This design comes from an exercise in tuning for small area on the open sky130 flow, not from production work.
The RTL was checked by simulation tests, not by an equivalence proof against the original design.
No activity file was given, so power comes from the tool's default toggle rates.

--- config.mk ---
export PLATFORM = sky130hd
export DESIGN_NAME = uart
export DESIGN_NICKNAME = uart
export VERILOG_FILES = /design/flow/design.v
export SDC_FILE = /design/flow/constraint.sdc
export NUM_CORES = 8
export LEC_CHECK = 0
export CAP_MARGIN = 20
export CORE_MARGIN = 2
export CORE_UTILIZATION = 40
export SLEW_MARGIN = 20
--- constraint.sdc ---
create_clock -name core_clock -period 5.0 [get_ports {clk}]
set_input_delay 1.0000 -clock core_clock [delete_from_list [all_inputs] [get_ports {clk}]]
set_output_delay 1.0000 -clock core_clock [all_outputs]
set_load 0.01 [all_outputs]
--- design.v ---
module bbfifo_16x8 (
  input        clk,
  input        gsr,
  input  [7:0] data_in,
  input  [2:0] bit_select,
  output       data_bit,
  input        reset,
  input        write,
  input        read,
  output       full,
  output       half_full,
  output       data_present
);
  reg [127:0] sr;
  reg [3:0]   pointer;
  reg         dp;
  wire pz = (pointer == 4'd0);
  wire valid_write = write & (~full | read);
  always @(posedge clk)
    if (valid_write) sr <= {sr[119:0], data_in};
  always @(posedge clk)
    if (gsr | reset) begin
      pointer <= 4'd0;
      dp      <= 1'b0;
    end else if (dp) begin
      if (pz & ~write) begin
        pointer <= 4'd0;
        if (read) dp <= 1'b0;
      end else
        pointer <= pointer + {3'b000, valid_write} - {3'b000, read};
    end else
      dp <= write;
  wire [15:0] byte_sel = 16'd1 << pointer;
  wire [7:0]  bit_sel  = 8'd1 << bit_select;
  wire [15:0] bits;
  genvar k;
  generate
    for (k = 0; k < 16; k = k + 1) begin : rd
      assign bits[k] = |(sr[8*k +: 8] & bit_sel);
    end
  endgenerate
  assign data_bit     = |(bits & byte_sel);
  assign full         = &pointer;
  assign half_full    = pointer[3];
  assign data_present = dp;
endmodule
module rxfifo_16x8 (
  input        clk,
  input        gsr,
  input  [7:0] data_in,
  output [7:0] data_out,
  input        reset,
  input        write,
  input        read,
  output       full,
  output       half_full,
  output       data_present
);
  reg [7:0]   st [0:15];
  reg [3:0]   pointer;
  reg         dp;
  wire pz = (pointer == 4'd0);
  wire valid_write = write & (~full | read);
  always @(posedge clk)
    if (read | ~dp) st[0] <= dp ? st[1] : data_in;
  integer i;
  always @(posedge clk)
    for (i = 1; i < 16; i = i + 1)
      if (read | ~dp | (pointer < i))
        st[i] <= (i == 15) ? data_in : st[(i + 1) % 16];
  always @(posedge clk)
    if (gsr | reset) begin
      pointer <= 4'd0;
      dp      <= 1'b0;
    end else if (dp) begin
      if (pz & ~write) begin
        pointer <= 4'd0;
        if (read) dp <= 1'b0;
      end else
        pointer <= pointer + {3'b000, valid_write} - {3'b000, read};
    end else
      dp <= write;
  assign data_out     = st[0];
  assign full         = &pointer;
  assign half_full    = pointer[3];
  assign data_present = dp;
endmodule
module kcuart_tx (
  input        clk,
  input        gsr,
  output [2:0] bit_select,
  input        data_bit,
  input        send_character,
  input        en_16_x_baud,
  output reg   serial_out,
  output reg   Tx_complete
);
  reg [3:0] state;
  reg [3:0] phase;
  assign bit_select = state[2:0];
  wire idle     = (state == 4'd9);
  wire bit_end  = en_16_x_baud & (&phase);
  always @(posedge clk)
    if (gsr) begin
      state <= 4'd9;
      phase <= 4'd0;
    end else begin
      if (en_16_x_baud & ~idle) phase <= phase + 4'd1;
      if (idle) begin
        if (en_16_x_baud & send_character) state <= 4'd15;
      end else if (bit_end) begin
        if (state == 4'd8) state <= send_character ? 4'd15 : 4'd9;
        else               state <= state + 4'd1;
      end
    end
  always @(posedge clk) begin
    serial_out  <= ~gsr & (state != 4'd15) & (state[3] | data_bit);
    Tx_complete <= ~gsr & bit_end & (state == 4'd7);
  end
endmodule
module kcuart_rx (
  input            clk,
  input            gsr,
  input            serial_in,
  output reg [7:0] data_out,
  output reg       data_strobe,
  input            en_16_x_baud
);
  reg       sync_serial, stop_bit;
  reg [7:0] count;
  wire unarmed = (count == 8'd255);
  wire idle    = (count == 8'd0);
  wire sample  = (count[3:0] == 4'd8) & (count[7:4] >= 4'd1) & (count[7:4] <= 4'd8);
  wire done    = (count == 8'd151);
  always @(posedge clk) begin
    sync_serial <= serial_in;
    stop_bit    <= sync_serial;
    data_strobe <= ~gsr & en_16_x_baud & done;
  end
  always @(posedge clk)
    if (gsr)
      count <= 8'd255;
    else if (en_16_x_baud) begin
      if (done)
        count <= 8'd0;
      else if ((unarmed & stop_bit) | (idle & ~stop_bit) | ~(unarmed | idle))
        count <= count + 8'd1;
    end
  always @(posedge clk)
    if (en_16_x_baud & sample) data_out <= {stop_bit, data_out[7:1]};
endmodule
module uart_tx (
  input  [7:0] data_in,
  input        write_buffer,
  input        reset_buffer,
  input        en_16_x_baud,
  output       serial_out,
  output       buffer_full,
  output       buffer_half_full,
  input        clk,
  input        gsr
);
  wire [2:0] bit_select;
  wire       fifo_data_bit;
  wire       fifo_data_present;
  wire       fifo_read;
  kcuart_tx kcuart (
    .clk(clk), .gsr(gsr), .bit_select(bit_select), .data_bit(fifo_data_bit), .send_character(fifo_data_present),
    .en_16_x_baud(en_16_x_baud), .serial_out(serial_out), .Tx_complete(fifo_read));
  bbfifo_16x8 buf_0 (
    .clk(clk), .gsr(gsr), .data_in(data_in), .bit_select(bit_select), .data_bit(fifo_data_bit), .reset(reset_buffer),
    .write(write_buffer), .read(fifo_read), .full(buffer_full), .half_full(buffer_half_full),
    .data_present(fifo_data_present));
endmodule
module uart_rx (
  input        serial_in,
  output [7:0] data_out,
  input        read_buffer,
  input        reset_buffer,
  input        en_16_x_baud,
  output       buffer_data_present,
  output       buffer_full,
  output       buffer_half_full,
  input        clk,
  input        gsr
);
  wire [7:0] uart_data_out;
  wire       fifo_write;
  kcuart_rx kcuart (
    .clk(clk), .gsr(gsr), .serial_in(serial_in), .data_out(uart_data_out),
    .data_strobe(fifo_write), .en_16_x_baud(en_16_x_baud));
  rxfifo_16x8 buf_0 (
    .clk(clk), .gsr(gsr), .data_in(uart_data_out), .data_out(data_out), .reset(reset_buffer),
    .write(fifo_write), .read(read_buffer), .full(buffer_full), .half_full(buffer_half_full),
    .data_present(buffer_data_present));
endmodule
module uart (
  input        clk,
  input        rst,               
  input        en_16_x_baud,      
  input  [7:0] tx_data_in,
  input        tx_write_buffer,
  input        tx_reset_buffer,
  output       tx_serial_out,
  output       tx_buffer_full,
  output       tx_buffer_half_full,
  input        rx_serial_in,
  output [7:0] rx_data_out,
  input        rx_read_buffer,
  input        rx_reset_buffer,
  output       rx_buffer_data_present,
  output       rx_buffer_full,
  output       rx_buffer_half_full
);
  uart_tx transmit (
    .data_in(tx_data_in),
    .write_buffer(tx_write_buffer),
    .reset_buffer(tx_reset_buffer),
    .en_16_x_baud(en_16_x_baud),
    .serial_out(tx_serial_out),
    .buffer_full(tx_buffer_full),
    .buffer_half_full(tx_buffer_half_full),
    .clk(clk),
    .gsr(rst));
  uart_rx receive (
    .serial_in(rx_serial_in),
    .data_out(rx_data_out),
    .read_buffer(rx_read_buffer),
    .reset_buffer(rx_reset_buffer),
    .en_16_x_baud(en_16_x_baud),
    .buffer_data_present(rx_buffer_data_present),
    .buffer_full(rx_buffer_full),
    .buffer_half_full(rx_buffer_half_full),
    .clk(clk),
    .gsr(rst));
endmodule
--- flow/run.sh ---
#!/bin/bash
# Own layout flow: the standard ORFS flow (same make targets, same config.mk and
# flow settings, same synthesis script and register mapping), with three changes:
#  1. ABC maps the combinational logic with the area-oriented script flow/area.abc
#     instead of ORFS's delay-oriented one (ORFS's synth.tcl is used otherwise unchanged);
#  2. clock tree synthesis gets explicit clustering settings and no dummy loads;
#  3. the port buffers that buffer_ports inserts are sky130_fd_sc_hd__buf_1.
# Each tool's output goes to orfs/logs (ORFS's own logs) and to make.log here.
set -euo pipefail
W=$(pwd)
export FLOW_OWN_ABC="$W/flow/area.abc"
export CTS_ARGS="-sink_clustering_enable -repair_clock_nets -sink_clustering_size 30 -sink_clustering_max_diameter 60 -buf_list {sky130_fd_sc_hd__clkbuf_4 sky130_fd_sc_hd__clkbuf_8 sky130_fd_sc_hd__clkbuf_16} -dont_use_dummy_load"
export BUFFER_PORTS_ARGS="-buffer_cell sky130_fd_sc_hd__buf_1"

# standard.sh's make command line, with our synthesis script in place of synth_recipe.tcl
cmd=$(grep '^make ' standard.sh)
cmd=${cmd//"SYNTH_SCRIPT=$W/synth_recipe.tcl"/"SYNTH_SCRIPT=$W/flow/synth.tcl"}
cmd=${cmd//'"${@:-finish}"'/finish}
echo "$cmd" > make_cmd.txt
eval "$cmd" > make.log 2>&1

results=$W/orfs/results/$FLOW_PLATFORM/uart/base
: # left out here: write the final layout as DEF
--- flow/area.abc ---
&get -n
&st
&dch -f
&nf -R 1000
&put
--- flow/synth.tcl ---
# synth_recipe.tcl (the standard flow's synthesis), except that ORFS's synth.tcl is run with its ABC
# call using the script in $FLOW_OWN_ABC; everything else is ORFS's synth.tcl as it is.
proc synth {args} { yosys synth -nofsm -noshare {*}$args }
set fh [open $::env(SCRIPTS_DIR)/synth.tcl]
set orfs_synth [read $fh]
close $fh
set from {log_cmd abc {*}$abc_args}
set to {log_cmd abc -script $::env(FLOW_OWN_ABC) {*}[lrange $abc_args 2 end]}
if {[string first $from $orfs_synth] < 0} { error "ORFS synth.tcl has no ABC call to replace" }
set orfs_synth [string map [list $from $to] $orfs_synth]
eval $orfs_synth
# left out here: clear keep_hierarchy, flatten, clean up, hide names made inside functions, write 1_2_yosys.v
--- standard.sh ---
#!/bin/bash
# synth_recipe.tcl (not shown) runs the flow's synth.tcl, then flattens the netlist and writes it again
# the make line also repeats each setting of config.mk as NAME=value (left out here)
make -C /OpenROAD-flow-scripts/flow DESIGN_CONFIG=/design/flow/config.mk WORK_HOME=/design/flow/orfs CLKGATE_MAP_FILE= SYNTH_SCRIPT=/design/flow/synth_recipe.tcl "${@:-finish}"
==> results.txt, run 1 <==
status no timing/DRC/antenna violations; final slew viol count 0; Detailed Routing Iterations Pass 1 7; sort of element at the start of the critical path register; Vias/cell 5.53; Critical R2R Launch transmit.kcuart.state[0]$_SDFFE_PP1P_; crit path DAT about 3.4 ns; IO Port Bufs 29; clock slew at reported path FFs about 0.08 ns; Worst Setup Slack post-DPL approximately 1.8 ns; commonest non-fill, non-tap cell in the layout sky130_fd_sc_hd__edfxtp_1; clock tree sinks about 300; achievable frequency 0.325 GHz; capturing element type of the critical path register; y dimension of the die roughly 170 um; Final setup violation count 0; post-synthesis average cell area between 15 and 20 sq um; Worst IR Drop VDD ~0.20 mV; Final Hold Vio Count 0; final period utilization 0.616; largest net degree at the start of global routing 83; initial core utilization 0.407; number of core rows slightly below 60; critical path class reg -> reg; FF-to-FF path depth 11; Worst R2R End transmit.kcuart.serial_out$_DFF_P_; critical path peak fanout 16; IO Count 30; minimum clock period after layout 3.08 ns; number of gates resized after CTS 0; Power per Cell Area 427 nW/um^2; setup total negative slack 0 ns; buffer depth of the longest clock path 3; weighted congestion reported at the end of routability-driven placement ~0.89; GRT Overall Usage 0.130; setup slack of the most critical reg-to-reg path 1.92 ns; overall die area ~28000 sq um; Root Buffer Master sky130_fd_sc_hd__clkbuf_16; Seq/Total Area, Yosys 0.808; fraction of layout instances using a drive strength above 1 0.0447; Iter 0 DRT Violations approximately 650; core box area approximately 26000 sq um; buffers inserted during post-CTS setup optimization 0; headroom to the max-slew limit 0.260; # nets final between 600 and 700; total vias in the final route 5437; Max Clock Skew between 0.05 and 0.06 ns; number of nets still failing antenna checks after routing 0; ANT cells 0; required time of the worst setup path approximately 5.3 ns; proportion of register bits with asynchronous set or reset after synthesis 0; terminating pin of the worst hold path receive.kcuart.stop_bit$_DFF_P_; total grt overflow 0; number of flip-flops and latches in the synthesized netlist approximately 300; number of stages on the worst hold path 0; Synth cell types 41; H-tree depth 1; area delta synth->final 10.2%; global-route wire length before repair ~29 mm; Hold/Removal Path Class reg -> reg; number of buffers inserted during clock tree synthesis 19; cell count after synthesis ~590; number of nets produced by synthesis approximately 630; Hold Startpoint receive.kcuart.sync_serial$_DFF_P_; clock latency reported for the late side of the worst-skew pair 0.51 ns; average detailed-routed wire length per instance roughly 18 um; DRC viols 0; die span in x approximately 170 um; Syn Std Cell Area ~11000 sq um; final routed wirelength across all metal layers between 15 and 20 mm; unrepaired setup endpoints after global routing no; synthesis warning total 5; number of enable flip-flop cells after synthesis approximately 260; commonest cells after routing, fill and taps aside sky130_fd_sc_hd__edfxtp_1, sky130_fd_sc_hd__a222oi_1, sky130_fd_sc_hd__dfxtp_1; number of global-route vias before repair ~5.3k; worst-case setup margin in the final layout 1.92 ns; primary flip-flop cell chosen by synthesis mapping sky130_fd_sc_hd__edfxtp_1; leakage power figure just under 0.004 uW; max-cap violations 0; antenna violations before repair 0; number of fill cells in the layout around 2.3k; hold buffers post-CTS 0; HPWL after detailed placement about 12 mm; TritonCTS clock tree built; slew at the pin with the worst max-slew slack roughly 1.1 ns
==> synthesized netlist by cell type, types with 3 or more instances <==
library cell                  n  area, sq um
sky130_fd_sc_hd__ha_1        21          263
sky130_fd_sc_hd__a211o_1      3         26.3
sky130_fd_sc_hd__nand2b_1     7         43.8
sky130_fd_sc_hd__xor2_1       6         52.6
sky130_fd_sc_hd__a22oi_1     17          128
sky130_fd_sc_hd__and2_0       6         37.5
sky130_fd_sc_hd__xnor2_1      3         26.3
sky130_fd_sc_hd__nand4_1      8         50.1
sky130_fd_sc_hd__a21oi_1     20          100
sky130_fd_sc_hd__nand2_1     22         82.6
sky130_fd_sc_hd__and3_1       7         43.8
sky130_fd_sc_hd__a31oi_1      3         18.8
sky130_fd_sc_hd__nor4_1       5         31.3
sky130_fd_sc_hd__mux2_1       8         90.1
sky130_fd_sc_hd__clkinv_1    18         67.6
sky130_fd_sc_hd__dfxtp_1     31          621
sky130_fd_sc_hd__o21ai_0      8         40.0
sky130_fd_sc_hd__nor2b_1      9         56.3
sky130_fd_sc_hd__edfxtp_1   264         7930
sky130_fd_sc_hd__nor2_1      26         97.6
sky130_fd_sc_hd__nor3_1      16         80.1
sky130_fd_sc_hd__a222oi_1    32          320
sky130_fd_sc_hd__nand3_1     26          130
sky130_fd_sc_hd__a2bb2oi_1    5         43.8
==> sequential cells by signal, indices dropped and copies added, names as in the netlist <==
| signal | count |
|---|---|
| receive.buf_0.st | 128 |
| transmit.buf_0.dp | 1 |
| transmit.kcuart.phase | 4 |
| receive.kcuart.data_strobe | 1 |
| transmit.buf_0.sr | 128 |
| receive.kcuart.stop_bit | 1 |
| receive.kcuart.count | 8 |
| receive.kcuart.sync_serial | 1 |
| transmit.kcuart.serial_out | 1 |
| receive.kcuart.data_out | 8 |
| transmit.kcuart.Tx_complete | 1 |
| receive.buf_0.dp | 1 |
| receive.buf_0.pointer | 4 |
| transmit.buf_0.pointer | 4 |
| transmit.kcuart.state | 4 |
==> per-stage QoR <==
stage | hold slack [ns] | utilization | cell area, sq um | cells | total power, uW
after global routing | 0.337 | 0.449 | 11700 | 984 | 5200
final | 0.324 | 0.449 | 11700 | 984 | 4980
after detailed placement | 0.315 | 0.430 | 11200 | 965 | 3640
after floorplan | 0.310 | - | 10600 | 593 | 3380
after CTS | 0.327 | 0.449 | 11700 | 984 | 5030
after global placement | 0.310 | 0.430 | 11200 | 965 | 3610
==> layer usage <==
layer	part of all wire	vias to the layer above	global-route usage
li1	-	2508	-
met1	0.44	2728	0.183
met2	0.49	179	0.214
met3	0.059	22	0.0202
met4	0.016	0	0.0322
met5	0	-	0
==> logic make-up after synthesis <==
kind of cell | share of synthesized area
compound gates | 0.0779
buf+inv | 0.00638
xor+xnor | 0.00745
mux | 0.00946
flops | 0.808
fa+ha+maj | 0.0286
simple gates | 0.0625
==> layout make-up <==
type / count / area [sq um] / share of cell area
clock buffer: 19 / 475 / 0.0408
sequential: 295 / 8550 / 0.733
multi-input combinational: 280 / 1980 / 0.170
timing repair buffer: 37 / 169 / 0.0145
tap: 335 / 419 / 0.0359
inverter: 18 / 67.6 / 0.00579
==> report_power, final <==
| part | leakage, uW | internal (uW) | switching (uW) |
|---|---|---|---|
| Sequential | 0.00293 | 2770 | 91.0 |
| Combinational | 0.000791 | 276 | 452 |
| Clock | 0.000234 | 675 | 715 |
| Total | 0.00396 | 3720 | 1260 |
==> critical path, cell delays in order (launching register included) <==
cell and delay (ns):
sky130_fd_sc_hd__dfxtp_1 0.42, sky130_fd_sc_hd__clkinv_1 0.15, sky130_fd_sc_hd__ha_1 0.23, sky130_fd_sc_hd__and2_0 0.56, sky130_fd_sc_hd__a222oi_1 0.51, sky130_fd_sc_hd__nand3_1 0.21
sky130_fd_sc_hd__nand4_1 0.16, sky130_fd_sc_hd__o41ai_1 0.08, sky130_fd_sc_hd__a311oi_1 0.22, sky130_fd_sc_hd__nand4_1 0.13, sky130_fd_sc_hd__nor3_1 0.17, sky130_fd_sc_hd__a311oi_1 0.07
==> worst max path at each step <==
stage	start	endpoint	slack, ns	depth (start not counted)
floorplan	tx_write_buffer	transmit.buf_0.pointer[2]$_SDFFE_PP0P_	0.57	7
global placement	rx_read_buffer	receive.buf_0.st[4][4]$_DFFE_PP_	1.92	5
detailed placement	tx_write_buffer	transmit.buf_0.sr[114]$_DFFE_PP_	1.80	4
CTS	transmit.kcuart.state[0]$_SDFFE_PP1P_	transmit.kcuart.serial_out$_DFF_P_	1.98	11
global route	transmit.kcuart.state[0]$_SDFFE_PP1P_	transmit.kcuart.serial_out$_DFF_P_	1.73	11
finish	transmit.kcuart.state[0]$_SDFFE_PP1P_	transmit.kcuart.serial_out$_DFF_P_	1.92	11
==> run 2: changes to the inputs <==
--- a/design.v
+++ b/design.v
@@ -130,9 +130,8 @@
   reg [7:0] count;
-  wire unarmed = (count == 8'd255);
-  wire idle    = (count == 8'd0);
-  wire sample  = (count[3:0] == 4'd8) & (count[7:4] >= 4'd1) & (count[7:4] <= 4'd8);
-  wire done    = (count == 8'd151);
+  wire idle   = (count == 8'd0);
+  wire sample = count[7] & (count[3:0] == 4'd0);
+  wire done   = (count == 8'd255);
   always @(posedge clk) begin
-    sync_serial <= serial_in;
-    stop_bit    <= sync_serial;
+    sync_serial <= gsr | serial_in;
+    stop_bit    <= gsr | sync_serial;
     data_strobe <= ~gsr & en_16_x_baud & done;
@@ -141,8 +140,6 @@
     if (gsr)
-      count <= 8'd255;
+      count <= 8'd0;
     else if (en_16_x_baud) begin
-      if (done)
-        count <= 8'd0;
-      else if ((unarmed & stop_bit) | (idle & ~stop_bit) | ~(unarmed | idle))
-        count <= count + 8'd1;
+      if (~idle)          count <= count + 8'd1;
+      else if (~stop_bit) count <= 8'd105;
     end
--- a/flow/run.sh
+++ b/flow/run.sh
@@ -10,4 +10,5 @@
 W=$(pwd)
+if [ -f flow/params.sh ]; then source flow/params.sh; fi
 export FLOW_OWN_ABC="$W/flow/area.abc"
-export CTS_ARGS="-sink_clustering_enable -repair_clock_nets -sink_clustering_size 30 -sink_clustering_max_diameter 60 -buf_list {sky130_fd_sc_hd__clkbuf_4 sky130_fd_sc_hd__clkbuf_8 sky130_fd_sc_hd__clkbuf_16} -dont_use_dummy_load"
+export CTS_ARGS="-sink_clustering_enable -repair_clock_nets -sink_clustering_size ${CTS_SIZE:-20} -sink_clustering_max_diameter ${CTS_DIAM:-50} -buf_list sky130_fd_sc_hd__clkbuf_${CTS_BUF:-8} -dont_use_dummy_load"
 export BUFFER_PORTS_ARGS="-buffer_cell sky130_fd_sc_hd__buf_1"
==> results.txt, run 2 <==
synthesis warning total 5 (unchanged); critical path cell sequence clkinv_1, ha_1, and2_0, a222oi_1, nand2_1, a221oi_1, nor3_1, a31oi_1, o2111ai_1, nor2_1, a311oi_1; Root Buffer Master sky130_fd_sc_hd__clkbuf_8; multiplexer fraction of the synthesized cell area 0.00950 (+0.0000427); largest registers receive.buf_0.st x128, transmit.buf_0.sr x128; number of flip-flops and latches in the synthesized netlist 295 (unchanged); area share of the largest cell type after synthesis 0.752 (+0.00338); Final Hold Vio Count 0 (unchanged); achievable frequency 0.330 GHz (+1.5%); critical path class reg -> reg; Hold/Removal Path Class reg -> reg; minimum clock period after layout 3.03 ns (-0.0442 ns); adder and majority cell fraction of the synthesized area 0.0287 (+0.000129); ranking of synthesized cells by area sky130_fd_sc_hd__edfxtp_1, sky130_fd_sc_hd__dfxtp_1, sky130_fd_sc_hd__a222oi_1, sky130_fd_sc_hd__ha_1, sky130_fd_sc_hd__a22oi_1; largest net degree at the start of global routing 78 (-6.0%); Hold Startpoint receive.buf_0.st[12][4]$_DFFE_PP_; top cell types by occurrence after synthesis sky130_fd_sc_hd__edfxtp_1, sky130_fd_sc_hd__a222oi_1, sky130_fd_sc_hd__dfxtp_1, sky130_fd_sc_hd__nand2_1; setup slack of the most critical reg-to-reg path 1.97 ns (+0.04 ns); post-synthesis average cell area 18.1 sq um (+1.6%); dominant combinational cell family by area after synthesis compound AO/OA/AOI/OAI gates; unrepaired setup endpoints after global routing no; final slew viol count 0 (unchanged); proportion of register bits with asynchronous set or reset after synthesis 0 (unchanged); Worst IR Drop VDD 0.244 mV (+23%); clock tree sinks 295 (unchanged); antenna violations before repair 0 (unchanged); commonest cells after routing, fill and taps aside sky130_fd_sc_hd__edfxtp_1, sky130_fd_sc_hd__a222oi_1, sky130_fd_sc_hd__dfxtp_1; Simple-Gate Fraction of Synth Area 0.0591 (-0.00340); status no timing/DRC/antenna violations; y dimension of the die 166 um (-0.22%); cell type with the largest total area after synthesis sky130_fd_sc_hd__edfxtp_1; maximum single-stage delay on the critical path 0.54 ns (-0.02 ns); Max Clock Skew 0.0559 ns (+0.00400 ns); TritonCTS clock tree built; Final setup violation count 0 (unchanged); core box area 26000 sq um (unchanged); buffers inserted during post-CTS setup optimization 0 (unchanged); hold buffers post-CTS 0 (unchanged); Critical R2R Launch transmit.kcuart.state[0]$_SDFFE_PP1P_; capturing element type of the critical path register; worst-case setup margin in the final layout 1.97 ns (+0.0443 ns); area delta synth->final 8.62%; final routed wirelength across all metal layers 17.8 mm (-1.9%); crit path DAT 3.44 ns (+0.03 ns); initial core utilization 0.405 (-0.00183); number of fill cells in the layout 2247 (-1.2%); slew at the pin with the worst max-slew slack 1.08 ns (-0.0315 ns); Worst Setup Slack post-DPL 1.74 ns (-0.0572 ns); # nets final 681 (-1.3%); leakage power figure 0.00385 uW (-2.7%); total grt overflow 0 (unchanged); final period utilization 0.607 (-0.00885); Vias/cell 5.43 (-1.7%); clock slew at reported path FFs 0.11 ns (+0.03 ns); required time of the worst setup path 5.40 ns (+0.07 ns); fraction of layout instances using a drive strength above 1 0.0484 (+0.00375); sort of element at the start of the critical path register; Iter 0 DRT Violations 619 (-4.9%); number of buffers inserted during clock tree synthesis 23 (+4); Synth cell types 42 (+2.4%); die span in x 166 um (-0.22%); H-tree depth 1 (unchanged); number of enable flip-flop cells after synthesis 264 (unchanged); compound-cell area share of the yosys netlist 0.0753 (-0.00262); commonest non-fill, non-tap cell in the layout sky130_fd_sc_hd__edfxtp_1; IO Count 30 (unchanged); average detailed-routed wire length per instance 18.3 um (-0.95%); IO Port Bufs 29 (unchanged); number of nets still failing antenna checks after routing 0 (unchanged); overall die area 27700 sq um (-0.44%); critical path peak fanout 16 (unchanged); slowest stage cell, crit path sky130_fd_sc_hd__and2_0; beginning of the critical path transmit.kcuart.state[0]$_SDFFE_PP1P_; number of placed instances, taps included 952 (-1.3%); weighted congestion reported at the end of routability-driven placement 0.857 (-3.3%); final instance count without filler cells 975 (-0.91%); total vias in the final route 5298 (-2.6%); Seq/Total Area, Yosys 0.811 (+0.00364); ANT cells 0 (unchanged); number of nets produced by synthesis 620 (-1.9%); GRT Overall Usage 0.126 (-0.00380); number of global-route vias before repair 5361 (+0.47%); Syn Std Cell Area 10500 sq um (-0.45%); Detailed Routing Iterations Pass 1 8 (+1); primary flip-flop cell chosen by synthesis mapping sky130_fd_sc_hd__edfxtp_1; cell count after synthesis 581 (-2.0%); DRC viols 0 (unchanged); setup total negative slack 0 ns (unchanged); clock latency reported for the late side of the worst-skew pair 0.55 ns (+0.04 ns); number of core rows 59 (unchanged); max-cap violations 0 (unchanged); number of gates resized after CTS 0 (unchanged); HPWL after detailed placement 12.0 mm (+1.0%); most instantiated library cell after synthesis sky130_fd_sc_hd__edfxtp_1; Power per Cell Area 409 nW/um^2 (-4.3%); global-route wire length before repair 28.2 mm (-2.9%); buffer depth of the longest clock path 3 (unchanged); post-synthesis xor/xnor area fraction 0.00998 (+0.00253); headroom to the max-slew limit 0.281 (+0.0210)
run 2: report_power, final:
part / leakage (uW) / switching [uW] / total (uW) / internal (uW)
registers: 0.00293 / 89.5 / 2860 / 2770
logic: 0.000754 / 443 / 731 / 288
clock network: 0.000165 / 671 / 1080 / 413
run 2: worst max-delay path, delay by kind of cell, from the launching register on:
family,cells,cell delay [ns]
flops,1,0.45
simple gates,4,0.89
compound gates,5,1.16
fa+ha+maj,1,0.23
buf+inv,1,0.16
run 2: final timing paths:
path / end / cells past startpoint
max: transmit.kcuart.serial_out$_DFF_P_ / 11
min: receive.buf_0.st[11][4]$_DFFE_PP_ / 0
max reg2reg: transmit.kcuart.serial_out$_DFF_P_ / 11
min reg2reg: receive.buf_0.st[11][4]$_DFFE_PP_ / 0
run 2: area by class of cell:
cell class / instances / area [sq um] / area share
inverter: 17 / 63.8 / 0.00558
timing repair buffer: 36 / 161 / 0.0141
clock buffer: 23 / 317 / 0.0277
sequential: 295 / 8550 / 0.747
tap: 335 / 419 / 0.0366
multi-input combinational: 269 / 1940 / 0.169
run 2: stage by stage:
stage                     total power, uW  cell area (sq um)  hold WS (ns)  utilization
after floorplan                      3380              10500         0.391            -
after global placement               3620              11100         0.400        0.428
after detailed placement             3650              11100         0.405        0.428
after CTS                            4720              11400         0.390        0.440
after global routing                 4910              11400         0.385        0.440
final                                4680              11400         0.380        0.440
run 2: cell families after synthesis:
| family | Yosys count |
|---|---|
| DFF | 295 |
| muxes | 9 |
| and+or+nand+nor | 122 |
| buffers and inverters | 17 |
| AOI/OAI and AO/OA | 103 |
| xor gates and xnor gates | 12 |
| adders and majority gates | 23 |
run 2: routing by layer:
layer | vias up | track usage | routed length [um]
li1 | 2465 | - | -
met1 | 2666 | 0.170 | 7820
met2 | 137 | 0.212 | 8780
met3 | 30 | 0.0188 | 879
met4 | 0 | 0.0394 | 347
met5 | - | 0 | 0
==> run 3: changes to the inputs <==
--- a/design.v
+++ b/design.v
@@ -20,2 +20,4 @@
     if (valid_write) sr <= {sr[119:0], data_in};
+  wire inc = dp & write & ~read & ~full;
+  wire dec = dp & read & ~write & ~pz;
   always @(posedge clk)
@@ -24,10 +26,10 @@
       dp      <= 1'b0;
-    end else if (dp) begin
-      if (pz & ~write) begin
-        pointer <= 4'd0;
-        if (read) dp <= 1'b0;
+    end else begin
+      if (inc)      pointer <= pointer + 4'd1;
+      else if (dec) pointer <= pointer - 4'd1;
+      if (dp) begin
+        if (pz & read & ~write) dp <= 1'b0;
       end else
-        pointer <= pointer + {3'b000, valid_write} - {3'b000, read};
-    end else
-      dp <= write;
+        dp <= write;
+    end
   wire [15:0] byte_sel = 16'd1 << pointer;
@@ -62,3 +64,2 @@
   wire pz = (pointer == 4'd0);
-  wire valid_write = write & (~full | read);
   always @(posedge clk)
@@ -70,2 +71,4 @@
         st[i] <= (i == 15) ? data_in : st[(i + 1) % 16];
+  wire inc = dp & write & ~read & ~full;
+  wire dec = dp & read & ~write & ~pz;
   always @(posedge clk)
@@ -74,10 +77,10 @@
       dp      <= 1'b0;
-    end else if (dp) begin
-      if (pz & ~write) begin
-        pointer <= 4'd0;
-        if (read) dp <= 1'b0;
+    end else begin
+      if (inc)      pointer <= pointer + 4'd1;
+      else if (dec) pointer <= pointer - 4'd1;
+      if (dp) begin
+        if (pz & read & ~write) dp <= 1'b0;
       end else
-        pointer <= pointer + {3'b000, valid_write} - {3'b000, read};
-    end else
-      dp <= write;
+        dp <= write;
+    end
   assign data_out     = st[0];
==> flow/area.abc (replaced) <==
strash
&get -n
&st
&dch -f
&nf -R 1000
&put
strash
&get -n
&st
&dch -f
&nf -R 1000
&put
strash
&get -n
&st
&dch -f
&nf -R 1000
&put
strash
&get -n
&st
&dch -f
&nf -R 1000
&put
==> flow/params.sh (new file) <==
CTS_SIZE=16
CTS_DIAM=45
CTS_BUF=8
--- a/flow/synth.tcl
+++ b/flow/synth.tcl
@@ -1,4 +1,7 @@
 # synth_recipe.tcl (the standard flow's synthesis), except that ORFS's synth.tcl is run with its ABC
-# call using the script in $FLOW_OWN_ABC; everything else is ORFS's synth.tcl as it is.
+# call using the script in $FLOW_OWN_ABC and without its adder mapping; everything else
+# is ORFS's synth.tcl as it is.
 proc synth {args} { yosys synth -nofsm -noshare {*}$args }
+# no separate full/half-adder mapping: ABC maps the counters' logic with the rest
+set ::env(ADDER_MAP_FILE) ""
 set fh [open $::env(SCRIPTS_DIR)/synth.tcl]
==> results.txt, run 3 <==
adder and majority cell fraction of the synthesized area 0 (-0.0287); cell type with the largest total area after synthesis sky130_fd_sc_hd__edfxtp_1; number of buffers inserted during clock tree synthesis 27 (+17%); Syn Std Cell Area 10200 sq um (-3.4%); clock tree sinks 295 (unchanged); initial core utilization 0.405 (about the same); dominant combinational cell family by area after synthesis compound AO/OA/AOI/OAI gates; cell count after synthesis 548 (-5.7%); area delta synth->final 9.94%; Power per Cell Area 369 nW/um^2 (-9.6%); required time of the worst setup path 4.00 ns (-1.40 ns); primary flip-flop cell chosen by synthesis mapping sky130_fd_sc_hd__edfxtp_1; Worst IR Drop VDD 0.214 mV (-12%); family of cells with the greatest summed delay on the critical path simple AND/OR/NAND/NOR gates; slew at the pin with the worst max-slew slack 1.03 ns (-0.0480 ns); die span in x 163 um (-1.7%); most instantiated library cell after synthesis sky130_fd_sc_hd__edfxtp_1; Seq/Total Area, Yosys 0.840 (+0.0289); antenna violations before repair 0 (unchanged); Simple-Gate Fraction of Synth Area 0.0574 (-0.00170); Final Hold Vio Count 0 (unchanged); hold buffers post-CTS 0 (unchanged); number of global-route vias before repair 5241 (-2.2%); commonest non-fill, non-tap cell in the layout sky130_fd_sc_hd__edfxtp_1; Vias/cell 5.51 (+1.3%); IO Port Bufs 29 (unchanged); number of nets still failing antenna checks after routing 0 (unchanged); critical path class reg -> out; max-cap violations 0 (unchanged); DRC viols 0 (unchanged); setup total negative slack 0 ns (unchanged); buffers inserted during post-CTS setup optimization 0 (unchanged); number of flip-flops and latches in the synthesized netlist 295 (unchanged); top cell types by occurrence after synthesis sky130_fd_sc_hd__edfxtp_1, sky130_fd_sc_hd__dfxtp_1, sky130_fd_sc_hd__nor2_1, sky130_fd_sc_hd__a222oi_1; leakage power figure 0.00373 uW (-3.3%); final period utilization 0.570 (-0.0368); largest net degree at the start of global routing 60 (-23%); average detailed-routed wire length per instance 18.8 um (+2.6%); GRT Overall Usage 0.132 (+0.00644); status no timing/DRC/antenna violations; TritonCTS clock tree built; total vias in the final route 5209 (-1.7%); final routed wirelength across all metal layers 17.8 mm (-0.42%); Synth cell types 41 (-2.4%); total grt overflow 0 (unchanged); achievable frequency 0.351 GHz (+6.5%); final slew viol count 0 (unchanged); number of enable flip-flop cells after synthesis 264 (unchanged); IO Count 30 (unchanged); commonest cells after routing, fill and taps aside sky130_fd_sc_hd__edfxtp_1, sky130_fd_sc_hd__dfxtp_1, sky130_fd_sc_hd__buf_1; global-route wire length before repair 27.5 mm (-2.6%); slowest stage cell, crit path sky130_fd_sc_hd__dfxtp_1; ranking of synthesized cells by area sky130_fd_sc_hd__edfxtp_1, sky130_fd_sc_hd__dfxtp_1, sky130_fd_sc_hd__a222oi_1, sky130_fd_sc_hd__nand3_1, sky130_fd_sc_hd__a22oi_1; buffer depth of the longest clock path 3 (unchanged); fraction of layout instances using a drive strength above 1 0.0714 (+0.0230); proportion of register bits with asynchronous set or reset after synthesis 0 (unchanged); critical path cell sequence and2_0, nand3_1, clkinv_1, buf_1; # nets final 634 (-6.9%); clock slew at reported path FFs 0.09 ns (-0.02 ns); number of core rows 58 (-1.7%); critical path peak fanout 7 (-9); compound-cell area share of the yosys netlist 0.0822 (+0.00687); sort of element at the start of the critical path register; y dimension of the die 163 um (-1.7%); weighted congestion reported at the end of routability-driven placement 0.820 (-4.3%); ANT cells 0 (unchanged); clock latency reported for the late side of the worst-skew pair 0.55 ns (about the same); minimum clock period after layout 2.85 ns (-0.184 ns); Hold/Removal Path Class reg -> reg; area share of the largest cell type after synthesis 0.779 (+0.0268); Iter 0 DRT Violations 598 (-3.4%); synthesis warning total 5 (unchanged); post-synthesis average cell area 18.6 sq um (+2.4%); Final setup violation count 0 (unchanged); crit path DAT 1.85 ns (-1.59 ns); number of nets produced by synthesis 564 (-9.0%); overall die area 26700 sq um (-3.4%); Max Clock Skew 0.0353 ns (-0.0206 ns); Root Buffer Master sky130_fd_sc_hd__clkbuf_8; setup slack of the most critical reg-to-reg path 2.34 ns (+0.37 ns); post-synthesis xor/xnor area fraction 0.00775 (-0.00223); multiplexer fraction of the synthesized cell area 0.00984 (+0.000339); unrepaired setup endpoints after global routing no; core box area 25100 sq um (-3.4%); capturing element type of the critical path primary output; HPWL after detailed placement 11.5 mm (-3.9%); largest registers receive.buf_0.st x128, transmit.buf_0.sr x128; H-tree depth 1 (unchanged); hold slack final 0.397 ns (+0.0169 ns); number of gates resized after CTS 0 (unchanged); maximum single-stage delay on the critical path 0.43 ns (-0.11 ns); WP buf/inv 2 (+1); Detailed Routing Iterations Pass 1 8 (unchanged); headroom to the max-slew limit 0.306 (+0.0252)
==> run 3: path summary, 6_finish.rpt <==
kind | start | endpoint | depth (start not counted)
worst max-delay path | transmit.buf_0.pointer[0]$_SDFFE_PP0P_ | tx_buffer_full | 4
worst min-delay path | receive.buf_0.st[12][7]$_DFFE_PP_ | receive.buf_0.st[11][7]$_DFFE_PP_ | 0
worst max register to register | transmit.kcuart.state[0]$_SDFFE_PP1P_ | transmit.kcuart.serial_out$_DFF_P_ | 11
worst min register to register | receive.buf_0.st[12][7]$_DFFE_PP_ | receive.buf_0.st[11][7]$_DFFE_PP_ | 0
==> run 3: routing by layer <==
metal | vias up | wire length (um) | GRT usage
met5 | - | 0 | 0
met4 | 0 | 352 | 0.0451
met3 | 23 | 1070 | 0.0226
met2 | 166 | 8760 | 0.221
met1 | 2643 | 7570 | 0.177
li1 | 2377 | - | -
==> run 3: layout make-up <==
type,instances,area (sq um)
multi-input combinational,246,1630
fill,2168,13900
inverter,7,26.3
clock buffer,27,372
tap,330,413
timing repair buffer,41,199
sequential,295,8550
==> run 3: kinds of logic (layout without fill, tap and decap cells) <==
family | Yosys count | count (layout)
flops | 295 | 295
buf+inv | 7 | 75
compound gates | 110 | 110
mux | 9 | 9
xor+xnor | 9 | 9
simple gates | 118 | 118
==> run 3: worst register-to-register path, cell delays in order, from the launching register on <==
cell and delay (ns):
sky130_fd_sc_hd__dfxtp_1 0.37, sky130_fd_sc_hd__or2_0 0.29, sky130_fd_sc_hd__nor2_1 0.50, sky130_fd_sc_hd__buf_4 0.32, sky130_fd_sc_hd__a21oi_1 0.10, sky130_fd_sc_hd__nand3_1 0.10
sky130_fd_sc_hd__nand4b_1 0.14, sky130_fd_sc_hd__a31oi_1 0.18, sky130_fd_sc_hd__a41oi_1 0.06, sky130_fd_sc_hd__nand4_1 0.12, sky130_fd_sc_hd__a311oi_1 0.05, sky130_fd_sc_hd__a221oi_1 0.35
==> run 3: metrics by stage <==
step	instances	power [uW]	utilization	cell area (sq um)	setup WS (ns)
finish	946	4130	0.445	11200	2.15
global route	946	4290	0.445	11200	2.00
CTS	946	4180	0.445	11200	2.13
detailed placement	919	3020	0.431	10800	1.95
global placement	919	3010	0.431	10800	1.98
floorplan	548	2960	-	10200	0.628
==> run 3: power breakdown <==
group	internal [uW]	switching, uW
clock network	480	685
registers	2750	53.6
logic	61.9	101
==> run 4: changes to the inputs <==
--- a/config.mk
+++ b/config.mk
@@ -7,5 +7,5 @@
 export LEC_CHECK = 0
-export CAP_MARGIN = 20
+export CAP_MARGIN = 0
 export CORE_MARGIN = 2
 export CORE_UTILIZATION = 40
-export SLEW_MARGIN = 20
+export SLEW_MARGIN = 0
removed: flow/params.sh
==> results.txt, run 4 <==
Worst R2R End transmit.kcuart.serial_out$_DFF_P_; buffers inserted during post-CTS setup optimization 0 (unchanged); core box area 25100 sq um (unchanged); net switching power 839 uW (about the same); final instance count without filler cells 945 (-0.11%); headroom to the max-slew limit 0.270 (-0.0361); number of nets produced by synthesis 564 (unchanged); number of gates resized after CTS 0 (unchanged); largest net degree at the start of global routing 60 (unchanged); proportion of register bits with asynchronous set or reset after synthesis 0 (unchanged); fraction of layout instances using a drive strength above 1 0.0699 (-0.00151); number of enable flip-flop cells after synthesis 264 (unchanged); Iter 0 DRT Violations 510 (-15%); primary flip-flop cell chosen by synthesis mapping sky130_fd_sc_hd__edfxtp_1; end-of-flow core utilization 0.445 (-0.000549); Seq/Total Area, Yosys 0.840 (unchanged); number of stages on the worst hold path 0 (unchanged); ranking of synthesized cells by area sky130_fd_sc_hd__edfxtp_1, sky130_fd_sc_hd__dfxtp_1, sky130_fd_sc_hd__a222oi_1, sky130_fd_sc_hd__nand3_1, sky130_fd_sc_hd__a22oi_1; top cell types by occurrence after synthesis sky130_fd_sc_hd__edfxtp_1, sky130_fd_sc_hd__dfxtp_1, sky130_fd_sc_hd__nor2_1, sky130_fd_sc_hd__a222oi_1; slew at the pin with the worst max-slew slack 1.08 ns (+0.0536 ns); number of nets still failing antenna checks after routing 0 (unchanged); Syn Std Cell Area 10200 sq um (unchanged); final period utilization 0.575 (+0.00484); final slew viol count 0 (unchanged); TritonCTS clock tree built; minimum clock period after layout 2.87 ns (+0.0242 ns); share of total power consumed by net switching 0.204 (+0.000710); Worst IR Drop VDD 0.243 mV (+14%); cell count after synthesis 548 (unchanged); Worst Setup Slack post-DPL 1.95 ns (unchanged); number of global-route vias before repair 5289 (+0.92%); most instantiated library cell after synthesis sky130_fd_sc_hd__edfxtp_1; status no timing/DRC/antenna violations; H-tree depth 1 (unchanged); required time of the worst setup path 4.00 ns (about the same); clock tree sinks 295 (unchanged); number of flip-flops and latches in the synthesized netlist 295 (unchanged); max-cap violations 0 (unchanged); weighted congestion reported at the end of routability-driven placement 0.820 (unchanged); commonest non-fill, non-tap cell in the layout sky130_fd_sc_hd__edfxtp_1; number of placed instances, taps included 919 (unchanged); Max Clock Skew 0.0694 ns (+0.0341 ns); total grt overflow 0 (unchanged); area delta synth->final 9.80%; Root Buffer Master sky130_fd_sc_hd__clkbuf_8; clock latency reported for the late side of the worst-skew pair 0.58 ns (+0.03 ns); leakage power figure 0.00372 uW (-0.19%); Final setup violation count 0 (unchanged); Simple-Gate Fraction of Synth Area 0.0574 (unchanged); number of core rows 58 (unchanged); total chip power 4110 uW (-0.43%); Detailed Routing Iterations Pass 1 8 (unchanged); largest registers receive.buf_0.st x128, transmit.buf_0.sr x128; post-synthesis average cell area 18.6 sq um (unchanged); Power per Cell Area 368 nW/um^2 (-0.30%); IO Port Bufs 29 (unchanged); Hold/Removal Path Class reg -> reg; DRC viols 0 (unchanged); HPWL after detailed placement 11.5 mm (unchanged); unrepaired setup endpoints after global routing no; global-route wire length before repair 27.4 mm (-0.15%); Hold Startpoint receive.buf_0.st[12][7]$_DFFE_PP_; Final Hold Vio Count 0 (unchanged); antenna violations before repair 0 (unchanged); terminating pin of the worst hold path receive.buf_0.st[11][7]$_DFFE_PP_; Synth cell types 41 (unchanged); post-synthesis xor/xnor area fraction 0.00775 (unchanged); final routed wirelength across all metal layers 17.7 mm (-0.23%); compound-cell area share of the yosys netlist 0.0822 (unchanged); # nets final 633 (-0.16%); Critical R2R Launch transmit.kcuart.state[1]$_SDFFE_PP0P_; proportion of power drawn by the clock network 0.279 (-0.003); critical path peak fanout 7 (unchanged); total vias in the final route 5197 (-0.23%); area share of the largest cell type after synthesis 0.779 (unchanged); synthesis warning total 5 (unchanged); die span in x 163 um (unchanged); buffer depth of the longest clock path 3 (unchanged); ANT cells 0 (unchanged); overall die area 26700 sq um (unchanged); hold buffers post-CTS 0 (unchanged); Vias/cell 5.50 (-0.12%); crit path DAT 1.87 ns (+0.02 ns); commonest cells after routing, fill and taps aside sky130_fd_sc_hd__edfxtp_1, sky130_fd_sc_hd__dfxtp_1, sky130_fd_sc_hd__buf_1; average detailed-routed wire length per instance 18.7 um (-0.12%); capturing element type of the critical path primary output; clock slew at reported path FFs 0.11 ns (+0.02 ns); initial core utilization 0.405 (unchanged); worst-case setup margin in the final layout 2.13 ns (-0.0242 ns); FF-to-FF path depth 11 (unchanged); achievable frequency 0.348 GHz (-0.84%); GRT Overall Usage 0.132 (-0.000222); cell type with the largest total area after synthesis sky130_fd_sc_hd__edfxtp_1; sort of element at the start of the critical path register; adder and majority cell fraction of the synthesized area 0 (unchanged); fraction of power consumed by combinational cells 0.040 (about the same); internal power consumption 3270 uW (-0.51%); y dimension of the die 163 um (unchanged); number of buffers inserted during clock tree synthesis 26 (-3.7%); part of the power in registers 0.682 (+0.003); setup slack of the most critical reg-to-reg path 2.31 ns (-0.03 ns); dominant combinational cell family by area after synthesis compound AO/OA/AOI/OAI gates; critical path class reg -> out; multiplexer fraction of the synthesized cell area 0.00984 (unchanged); setup total negative slack 0 ns (unchanged); IO Count 30 (unchanged)
run 4: cell counts after synthesis:
Identical to the previous run, type by type.
run 4: layer usage:
metal / vias up / routed length, um / global-route usage
li1: 2378 / - / -
met1: 2612 / 7580 / 0.175
met2: 172 / 8600 / 0.220
met3: 35 / 1060 / 0.0229
met4: 0 / 468 / 0.0502
met5: - / 0 / 0
run 4: worst max-delay path: stages, from the launching register on:
cell and delay (ns):
sky130_fd_sc_hd__dfxtp_1 0.44, sky130_fd_sc_hd__and2_0 0.37, sky130_fd_sc_hd__nand3_1 0.24, sky130_fd_sc_hd__clkinv_1 0.10, sky130_fd_sc_hd__buf_1 0.15
run 4: through the flow:
step           cell area, sq um  hold WS [ns]
5_1_grt                   11200         0.374
6_report                  11200         0.353
3_5_place_dp              10800         0.405
3_3_place_gp              10800         0.395
2_1_floorplan             10200         0.391
4_1_cts                   11200         0.360
run 4: area by class of cell:
type / instances / area [sq um]
multi-input combinational: 246 / 1630
sequential: 295 / 8550
timing repair buffer: 41 / 199
inverter: 7 / 26.3
tap: 330 / 413
clock buffer: 26 / 358
fill: 2168 / 13900
run 4: logic make-up (layout without fill, tap and decap cells):
group,after synthesis,after routing
flops,295,295
compound gates,110,110
xor+xnor,9,9
buf+inv,7,74
mux,9,9
simple gates,118,118
run 4: how the worst max path moves through the flow:
stage               slack (ns)                                    from                                  to  depth (start not counted)
floorplan                 0.63                         tx_write_buffer      transmit.buf_0.sr[0]$_DFFE_PP_                          1
global placement          1.98                          rx_read_buffer   receive.buf_0.st[10][1]$_DFFE_PP_                          4
detailed placement        1.95                          rx_read_buffer   receive.buf_0.st[10][7]$_DFFE_PP_                          4
CTS                       2.10  transmit.buf_0.pointer[0]$_SDFFE_PP0P_                      tx_buffer_full                          4
global route              1.98   transmit.kcuart.state[1]$_SDFFE_PP0P_  transmit.kcuart.serial_out$_DFF_P_                         11
finish                    2.13  transmit.buf_0.pointer[0]$_SDFFE_PP0P_                      tx_buffer_full                          4
run 4: power groups by stage:
stage	sequential [uW]	clock (uW)	combinational [uW]
after floorplan	2840	0	114
after global placement	2850	0	158
after detailed placement	2860	0	164
after CTS	2800	1190	165
after global routing	2810	1270	181
final	2800	1150	164
==> run 5: changes to the inputs <==
--- a/config.mk
+++ b/config.mk
@@ -7,5 +7,6 @@
 export LEC_CHECK = 0
-export CAP_MARGIN = 0
+export CAP_MARGIN = 20
 export CORE_MARGIN = 2
 export CORE_UTILIZATION = 40
-export SLEW_MARGIN = 0
+export GPL_TIMING_DRIVEN = 0
+export SLEW_MARGIN = 20
==> results.txt, run 5 <==
status no timing/DRC/antenna violations; Worst IR Drop VDD 0.201 mV (-17%); Final Hold Vio Count 0 (unchanged); minimum clock period after layout 3.07 ns (+0.191 ns); Root Buffer Master sky130_fd_sc_hd__clkbuf_8; cell type with the largest total area after synthesis sky130_fd_sc_hd__edfxtp_1; headroom to the max-slew limit 0.292 (+0.0216); antenna violations before repair 1 (+1); clock latency reported for the late side of the worst-skew pair 0.57 ns (about the same); critical path peak fanout 9 (+2); leakage power figure 0.00371 uW (-0.37%); area share of the largest cell type after synthesis 0.779 (unchanged); critical path class reg -> reg; post-synthesis average cell area 18.6 sq um (unchanged); IO Port Bufs 29 (unchanged); Power per Cell Area 368 nW/um^2 (about the same); Detailed Routing Iterations Pass 1 6 (-2); Final setup violation count 0 (unchanged); Hold Startpoint receive.buf_0.st[13][7]$_DFFE_PP_; final routed wirelength across all metal layers 17.5 mm (-1.2%); synthesis warning total 5 (unchanged); clock slew at reported path FFs 0.08 ns (-0.03 ns); unrepaired setup endpoints after global routing no; commonest cells after routing, fill and taps aside sky130_fd_sc_hd__edfxtp_1, sky130_fd_sc_hd__dfxtp_1, sky130_fd_sc_hd__buf_1; ANT cells 0 (unchanged); total grt overflow 0 (unchanged); total vias in the final route 5194 (-0.058%); Critical R2R Launch transmit.kcuart.state[2]$_SDFFE_PP0P_; H-tree depth 1 (unchanged); largest registers receive.buf_0.st x128, transmit.buf_0.sr x128; weighted congestion reported at the end of routability-driven placement 0.857 (+4.6%); buffers inserted during post-CTS setup optimization 0 (unchanged); core box area 25100 sq um (unchanged); buffer depth of the longest clock path 3 (unchanged); end-of-flow core utilization 0.446 (+0.000897); total chip power 4120 uW (+0.25%); commonest non-fill, non-tap cell in the layout sky130_fd_sc_hd__edfxtp_1; largest net degree at the start of global routing 55 (-8.3%); final slew viol count 0 (unchanged); IO Count 30 (unchanged); y dimension of the die 163 um (unchanged); GRT Overall Usage 0.131 (-0.00163); number of global-route vias before repair 5179 (-2.1%); overall die area 26700 sq um (unchanged); number of buffers inserted during clock tree synthesis 26 (unchanged); Hold/Removal Path Class reg -> reg; global-route wire length before repair 27.2 mm (-0.85%); slew at the pin with the worst max-slew slack 1.05 ns (-0.0321 ns); top cell types by occurrence after synthesis sky130_fd_sc_hd__edfxtp_1, sky130_fd_sc_hd__dfxtp_1, sky130_fd_sc_hd__nor2_1, sky130_fd_sc_hd__a222oi_1; sort of element at the start of the critical path register; initial core utilization 0.405 (unchanged); maximum single-stage delay on the critical path 0.62 ns (+0.18 ns); capturing element type of the critical path register; slowest stage cell, crit path sky130_fd_sc_hd__nor3b_2; final period utilization 0.613 (+0.0382); layer with the highest usage after global routing met2; number of core rows 58 (unchanged); clock tree sinks 295 (unchanged); Seq/Total Area, Yosys 0.840 (unchanged); ranking of synthesized cells by area sky130_fd_sc_hd__edfxtp_1, sky130_fd_sc_hd__dfxtp_1, sky130_fd_sc_hd__a222oi_1, sky130_fd_sc_hd__nand3_1, sky130_fd_sc_hd__a22oi_1; # nets final 628 (-0.79%); number of flip-flops and latches in the synthesized netlist 295 (unchanged); proportion of register bits with asynchronous set or reset after synthesis 0 (unchanged); cell count after synthesis 548 (unchanged); die span in x 163 um (unchanged); number of nets produced by synthesis 564 (unchanged); met1 Resource Use GR 0.177 (+0.00183); hold buffers post-CTS 0 (unchanged); Iter 0 DRT Violations 520 (+2.0%); setup total negative slack 0 ns (unchanged); beginning of the critical path transmit.kcuart.state[2]$_SDFFE_PP0P_; HPWL after detailed placement 11.8 mm (+1.9%); fraction of layout instances using a drive strength above 1 0.0721 (+0.00221); number of enable flip-flop cells after synthesis 264 (unchanged); area delta synth->final 10.0%; met2 usage in global routing 0.222 (+0.00192); Synth cell types 41 (unchanged); most instantiated library cell after synthesis sky130_fd_sc_hd__edfxtp_1; critical path cell sequence clkinv_1, nor3b_2, buf_4, a22o_1, a21oi_1, nand3_1, nand4b_1, a31oi_1, a41oi_1, nand4_1, a311oi_1, a221oi_1; max-cap violations 0 (unchanged); Syn Std Cell Area 10200 sq um (unchanged); Vias/cell 5.53 (+0.47%); Max Clock Skew 0.0417 ns (-0.0277 ns); TritonCTS clock tree built; achievable frequency 0.326 GHz (-6.2%); number of gates resized after CTS 0 (unchanged); crit path DAT 3.49 ns (+1.62 ns); required time of the worst setup path 5.42 ns (+1.42 ns); number of nets still failing antenna checks after routing 0 (unchanged); met3 layer usage reported by global route 0.0163 (-0.00660); average detailed-routed wire length per instance 18.6 um (-0.68%); primary flip-flop cell chosen by synthesis mapping sky130_fd_sc_hd__edfxtp_1; DRC viols 0 (unchanged)
[run 5: through the flow]
step / cell area, sq um / cells / hold WS (ns) / setup WS, ns
after floorplan: 10200 / 548 / 0.391 / 0.628
final: 11200 / 940 / 0.400 / 1.93
after global routing: 11200 / 940 / 0.392 / 1.79
after global placement: 10700 / 907 / 0.400 / -0.343
after detailed placement: 10800 / 914 / 0.405 / 1.96
after CTS: 11200 / 940 / 0.395 / 1.96
[run 5: worst paths after layout]
| kind | endpoint | slack (ns) | cells after the start |
|---|---|---|---|
| hold / removal | receive.buf_0.st[12][7]$_DFFE_PP_ | 0.40 | 0 |
| hold reg to reg | receive.buf_0.st[12][7]$_DFFE_PP_ | 0.40 | 0 |
| setup / recovery | transmit.kcuart.serial_out$_DFF_P_ | 1.93 | 12 |
| setup reg to reg | transmit.kcuart.serial_out$_DFF_P_ | 1.93 | 12 |
[run 5: layer usage]
layer / wire length, um / up-vias
li1: - / 2367
met1: 7310 / 2629
met2: 8840 / 172
met3: 1030 / 26
met4: 320 / 0
met5: 0 / -
[run 5: power breakdown]
part	leakage (uW)	internal (uW)	switching [uW]
Clock	0.000187	463	693
Combinational	0.000587	64.3	102
Sequential	0.00293	2750	52.6
Total	0.00371	3280	847
[run 5: logic make-up after synthesis]
family                    count (synthesis)  share of synthesized area
AOI/OAI and AO/OA                       110                     0.0822
xor gates and xnor gates                  9                    0.00775
buffers and inverters                     7                    0.00258
DFF                                     295                      0.840
muxes                                     9                    0.00984
and+or+nand+nor                         118                     0.0574
[run 5: layout make-up]
class                      count  area, sq um
clock buffer                  26          358
timing repair buffer          36          206
inverter                       7         26.3
fill                        2224        13900
multi-input combinational    246         1640
tap                          330          413
sequential                   295         8550
[run 5: critical path: cells and delay by family, from the launching register on]
| family | cells | cell delay [ns] |
|---|---|---|
| buffers and inverters | 2 | 0.58 |
| AND/OR/NAND/NOR | 4 | 1.03 |
| AO/OA/AOI/OAI | 6 | 0.87 |
| flip-flops | 1 | 0.47 |
==> run 6: changes to the inputs <==
==> flow/params.sh (new file) <==
CTS_SIZE=10
CTS_DIAM=40
CTS_BUF=4
--- a/config.mk
+++ b/config.mk
@@ -10,3 +10,2 @@
 export CORE_UTILIZATION = 40
-export GPL_TIMING_DRIVEN = 0
 export SLEW_MARGIN = 20
==> results.txt, run 6 <==
WP buf/inv 2 (unchanged); DRC viols 0 (unchanged); largest registers receive.buf_0.st x128, transmit.buf_0.sr x128; capturing element type of the critical path primary output; number of enable flip-flop cells after synthesis 264 (unchanged); number of global-route vias before repair 5374 (+3.8%); weighted congestion reported at the end of routability-driven placement 0.820 (-4.4%); critical path cell sequence and2_0, nand3_1, clkinv_1, buf_1; area delta synth->final 9.19%; Syn Std Cell Area 10200 sq um (unchanged); Worst Setup Slack post-DPL 1.95 ns (-0.00818 ns); TritonCTS clock tree built; H-tree depth 2 (+1); clock latency reported for the late side of the worst-skew pair 0.62 ns (+0.05 ns); core box area 25100 sq um (unchanged); primary flip-flop cell chosen by synthesis mapping sky130_fd_sc_hd__edfxtp_1; area share of the largest cell type after synthesis 0.779 (unchanged); Max Clock Skew 0.0481 ns (+0.00642 ns); unrepaired setup endpoints after global routing no; final period utilization 0.590 (-0.0234); number of nets still failing antenna checks after routing 0 (unchanged); slowest stage cell, crit path sky130_fd_sc_hd__dfxtp_1; Final setup violation count 0 (unchanged); hold buffers post-CTS 0 (unchanged); die span in x 163 um (unchanged); Hold/Removal Path Class reg -> reg; overall die area 26700 sq um (unchanged); initial core utilization 0.405 (unchanged); status no timing/DRC/antenna violations; max-cap violations 0 (unchanged); HPWL after detailed placement 11.5 mm (-1.9%); achievable frequency 0.339 GHz (+4.0%); family of cells with the greatest summed delay on the critical path simple AND/OR/NAND/NOR gates; required time of the worst setup path 4.00 ns (-1.42 ns); proportion of register bits with asynchronous set or reset after synthesis 0 (unchanged); crit path DAT 1.95 ns (-1.54 ns); # nets final 646 (+2.9%); slew at the pin with the worst max-slew slack 1.02 ns (-0.0290 ns); clock slew at reported path FFs 0.09 ns (about the same); final slew viol count 0 (unchanged); Detailed Routing Iterations Pass 1 5 (-1); GRT Overall Usage 0.135 (+0.00480); largest net degree at the start of global routing 60 (+9.1%); Power per Cell Area 362 nW/um^2 (-1.7%); global-route wire length before repair 27.9 mm (+2.6%); maximum single-stage delay on the critical path 0.47 ns (-0.15 ns); Worst IR Drop VDD 0.193 mV (-4.0%); fraction of layout instances using a drive strength above 1 0.0892 (+0.0170); number of nets produced by synthesis 564 (unchanged); Seq/Total Area, Yosys 0.840 (unchanged); commonest cells after routing, fill and taps aside sky130_fd_sc_hd__edfxtp_1, sky130_fd_sc_hd__clkbuf_4, sky130_fd_sc_hd__dfxtp_1; leakage power figure 0.00371 uW (+0.16%); buffer depth of the longest clock path 3 (unchanged); ranking of synthesized cells by area sky130_fd_sc_hd__edfxtp_1, sky130_fd_sc_hd__dfxtp_1, sky130_fd_sc_hd__a222oi_1, sky130_fd_sc_hd__nand3_1, sky130_fd_sc_hd__a22oi_1; y dimension of the die 163 um (unchanged); final instance count without filler cells 959 (+2.0%); hold slack final 0.374 ns (-0.0262 ns); number of gates resized after CTS 0 (unchanged); cell type with the largest total area after synthesis sky130_fd_sc_hd__edfxtp_1; total grt overflow 0 (unchanged); top cell types by occurrence after synthesis sky130_fd_sc_hd__edfxtp_1, sky130_fd_sc_hd__dfxtp_1, sky130_fd_sc_hd__nor2_1, sky130_fd_sc_hd__a222oi_1; number of flip-flops and latches in the synthesized netlist 295 (unchanged); post-synthesis average cell area 18.6 sq um (unchanged); IO Port Bufs 29 (unchanged); average detailed-routed wire length per instance 18.7 um (+0.56%); buffers inserted during post-CTS setup optimization 0 (unchanged); most instantiated library cell after synthesis sky130_fd_sc_hd__edfxtp_1; IO Count 30 (unchanged); Synth cell types 41 (unchanged); cell count after synthesis 548 (unchanged); setup total negative slack 0 ns (unchanged); commonest non-fill, non-tap cell in the layout sky130_fd_sc_hd__edfxtp_1; Iter 0 DRT Violations 593 (+14%); sort of element at the start of the critical path register; worst-case setup margin in the final layout 2.05 ns (+0.117 ns); synthesis warning total 5 (unchanged); minimum clock period after layout 2.95 ns (-0.117 ns); critical path peak fanout 7 (-2); Vias/cell 5.48 (-0.91%); final routed wirelength across all metal layers 18.0 mm (+2.6%); Final Hold Vio Count 0 (unchanged); number of buffers inserted during clock tree synthesis 39 (+50%); critical path class reg -> out; headroom to the max-slew limit 0.311 (+0.0196); number of placed instances, taps included 919 (+0.55%); total vias in the final route 5251 (+1.1%); clock tree sinks 295 (unchanged); Root Buffer Master sky130_fd_sc_hd__clkbuf_4; antenna violations before repair 1 (unchanged); end-of-flow core utilization 0.442 (-0.00339); number of core rows 58 (unchanged)
==> run 6: path summary, 6_finish.rpt <==
kind | to | cells past startpoint | slack (ns) | start
setup / recovery | tx_buffer_full | 4 | 2.05 | transmit.buf_0.pointer[1]$_SDFFE_PP0P_
hold / removal | receive.buf_0.st[14][7]$_DFFE_PP_ | 0 | 0.37 | receive.buf_0.st[15][7]$_DFFE_PP_
setup reg to reg | transmit.kcuart.serial_out$_DFF_P_ | 11 | 2.26 | transmit.kcuart.state[0]$_SDFFE_PP1P_
hold reg to reg | receive.buf_0.st[14][7]$_DFFE_PP_ | 0 | 0.37 | receive.buf_0.st[15][7]$_DFFE_PP_
==> run 6: logic make-up (layout without fill, tap and decap cells) <==
family	Yosys count	in the layout	share of synthesized area
multiplexers	9	9	0.00984
buffers and inverters	7	87	0.00258
AND/OR/NAND/NOR	118	118	0.0574
XOR/XNOR	9	9	0.00775
flip-flops	295	295	0.840
other	0	1	0
AO/OA/AOI/OAI	110	110	0.0822
==> run 6: final cells by class <==
| type | count | area, sq um |
|---|---|---|
| fill | 2184 | 14000 |
| sequential | 295 | 8550 |
| multi-input combinational | 246 | 1630 |
| tap | 330 | 413 |
| clock buffer | 39 | 293 |
| timing repair buffer | 41 | 199 |
| inverter | 7 | 26.3 |
| antenna | 1 | 2.50 |
==> run 6: report_power, final <==
part / leakage (uW) / internal (uW) / switching (uW)
Clock: 0.000179 / 361 / 697
Combinational: 0.000600 / 61.9 / 101
Sequential: 0.00293 / 2750 / 53.6
Total: 0.00371 / 3170 / 852
==> run 6: metrics by stage <==
stage	total power, uW	instance area, sq um
floorplan	2960	10200
global placement	3010	10800
detailed placement	3020	10800
CTS	4070	11100
global route	4190	11100
finish	4020	11100
==> run 6: per-layer routing <==
metal	vias up	global-route usage	wire length, um
li1	2420	-	-
met1	2632	0.177	7660
met2	162	0.221	8730
met3	37	0.0289	1080
met4	0	0.0578	480
met5	-	0	0
==> run 7: changes to the inputs <==
--- a/config.mk
+++ b/config.mk
@@ -9,3 +9,4 @@
 export CORE_MARGIN = 2
-export CORE_UTILIZATION = 40
+export CORE_UTILIZATION = 60
+export PLACE_DENSITY = 0.8
 export SLEW_MARGIN = 20
removed: flow/params.sh
==> results.txt, run 7 <==
status no timing/DRC/antenna violations; ranking of synthesized cells by area sky130_fd_sc_hd__edfxtp_1, sky130_fd_sc_hd__dfxtp_1, sky130_fd_sc_hd__a222oi_1, sky130_fd_sc_hd__nand3_1, sky130_fd_sc_hd__a22oi_1; Root Buffer Master sky130_fd_sc_hd__clkbuf_8; final period utilization 0.575 (-0.0151); final routed wirelength across all metal layers 17.5 mm (-2.7%); crit path DAT 3.29 ns (+1.34 ns); die span in x 134 um (-18%); number of fill cells in the layout 1094 (-50%); Final setup violation count 0 (unchanged); # nets final 629 (-2.6%); clock slew at reported path FFs 0.11 ns (+0.02 ns); clock latency reported for the late side of the worst-skew pair 0.54 ns (-0.08 ns); average detailed-routed wire length per instance 21.0 um (+12%); number of buffers inserted during clock tree synthesis 23 (-41%); number of nets still failing antenna checks after routing 0 (unchanged); buffers inserted during post-CTS setup optimization 0 (unchanged); number of nets produced by synthesis 564 (unchanged); post-synthesis average cell area 18.6 sq um (unchanged); required time of the worst setup path 5.42 ns (+1.42 ns); number of core rows 47 (-19%); slew at the pin with the worst max-slew slack 1.01 ns (-0.0141 ns); weighted congestion reported at the end of routability-driven placement 0.845 (+3.0%); worst-case setup margin in the final layout 2.13 ns (+0.0757 ns); buffer depth of the longest clock path 3 (unchanged); final slew viol count 0 (unchanged); most instantiated library cell after synthesis sky130_fd_sc_hd__edfxtp_1; achievable frequency 0.348 GHz (+2.6%); critical path peak fanout 10 (+3); IO Count 30 (unchanged); TritonCTS clock tree built; commonest cells after routing, fill and taps aside sky130_fd_sc_hd__edfxtp_1, sky130_fd_sc_hd__dfxtp_1, sky130_fd_sc_hd__buf_1; Iter 0 DRT Violations 713 (+20%); y dimension of the die 134 um (-18%); overall die area 18000 sq um (-33%); largest registers receive.buf_0.st x128, transmit.buf_0.sr x128; number of gates resized after CTS 0 (unchanged); Worst IR Drop VDD 0.244 mV (+26%); area share of the largest cell type after synthesis 0.779 (unchanged); total chip power 4040 uW (+0.49%); Power per Cell Area 368 nW/um^2 (+1.6%); unrepaired setup endpoints after global routing no; cell type with the largest total area after synthesis sky130_fd_sc_hd__edfxtp_1; core box area 16600 sq um (-34%); Vias/cell 6.36 (+16%); primary flip-flop cell chosen by synthesis mapping sky130_fd_sc_hd__edfxtp_1; synthesis warning total 5 (unchanged); end-of-flow core utilization 0.663 (+0.220); critical path class reg -> reg; number of enable flip-flop cells after synthesis 264 (unchanged); area delta synth->final 8.02%; number of global-route vias before repair 5194 (-3.3%); largest net degree at the start of global routing 65 (+8.3%); capturing element type of the critical path register; Seq/Total Area, Yosys 0.840 (unchanged); total vias in the final route 5288 (+0.70%); Max Clock Skew 0.0494 ns (+0.00125 ns); Syn Std Cell Area 10200 sq um (unchanged); GRT Overall Usage 0.198 (+0.0626); IO Port Bufs 29 (unchanged); Worst Setup Slack post-DPL 1.97 ns (+0.0234 ns); hold buffers post-CTS 0 (unchanged); HPWL after detailed placement 11.6 mm (+1.0%); leakage power figure 0.00369 uW (-0.67%); global-route wire length before repair 27.5 mm (-1.5%); clock tree sinks 295 (unchanged); ANT cells 0 (-1); proportion of register bits with asynchronous set or reset after synthesis 0 (unchanged); antenna violations before repair 0 (-1); commonest non-fill, non-tap cell in the layout sky130_fd_sc_hd__edfxtp_1; setup total negative slack 0 ns (unchanged); number of flip-flops and latches in the synthesized netlist 295 (unchanged)
[run 7: kinds of logic (layout without fill, tap and decap cells)]
logic type / after synthesis / count (layout) / share of synthesized area
xor gates and xnor gates: 9 / 9 / 0.00775
and+or+nand+nor: 118 / 118 / 0.0574
AOI/OAI and AO/OA: 110 / 110 / 0.0822
DFF: 295 / 295 / 0.840
buffers and inverters: 7 / 70 / 0.00258
muxes: 9 / 9 / 0.00984
[run 7: final cells by class]
class,instances,area [sq um],share of cell area
Clock buffer,23,317,0.0288
Sequential cell,295,8550,0.778
Timing Repair Buffer,40,191,0.0174
Inverter,7,26.3,0.00239
Multi-Input combinational cell,246,1630,0.148
Tap cell,220,275,0.0250
[run 7: worst paths after layout]
check / start / slack [ns] / endpoint / cells after the start
max: transmit.kcuart.state[2]$_SDFFE_PP0P_ / 2.13 / transmit.kcuart.serial_out$_DFF_P_ / 11
min: receive.buf_0.st[13][6]$_DFFE_PP_ / 0.40 / receive.buf_0.st[12][6]$_DFFE_PP_ / 0
max reg2reg: transmit.kcuart.state[2]$_SDFFE_PP0P_ / 2.13 / transmit.kcuart.serial_out$_DFF_P_ / 11
min reg2reg: receive.buf_0.st[13][6]$_DFFE_PP_ / 0.40 / receive.buf_0.st[12][6]$_DFFE_PP_ / 0
[run 7: worst max-delay path, stage by stage, from the launching register on]
cell                       delay [ns]
sky130_fd_sc_hd__dfxtp_1         0.45
sky130_fd_sc_hd__clkinv_1        0.24
sky130_fd_sc_hd__nor3b_2         0.84
sky130_fd_sc_hd__a22o_1          0.23
sky130_fd_sc_hd__a21oi_1         0.04
sky130_fd_sc_hd__nand3_1         0.11
sky130_fd_sc_hd__nand4b_1        0.14
sky130_fd_sc_hd__a31oi_1         0.17
sky130_fd_sc_hd__a41oi_1         0.07
sky130_fd_sc_hd__nand4_1         0.14
sky130_fd_sc_hd__a311oi_1        0.07
sky130_fd_sc_hd__a221oi_1        0.28
[run 7: routing by layer]
metal | global-route usage | part of all wire | vias to the layer above
met2 | 0.321 | 0.48 | 253
li1 | - | - | 2366
met4 | 0.0515 | 0.018 | 0
met5 | 0 | 0 | -
met3 | 0.0355 | 0.088 | 27
met1 | 0.284 | 0.41 | 2642
[run 7: power breakdown]
part	total (uW)	leakage [uW]	switching, uW	internal, uW
combinational	166	0.000590	104	62.1
sequential	2810	0.00293	56.9	2750
clock	1070	0.000165	659	413
total	4040	0.00369	819	3220
[run 7: through the flow]
step           area [sq um]  std cells  hold slack, ns
4_1_cts               11000        831           0.405
2_1_floorplan         10200        548           0.391
5_1_grt               11000        831           0.415
3_3_place_gp          10700        808           0.401
6_report              11000        831           0.404
3_5_place_dp          10700        808           0.405
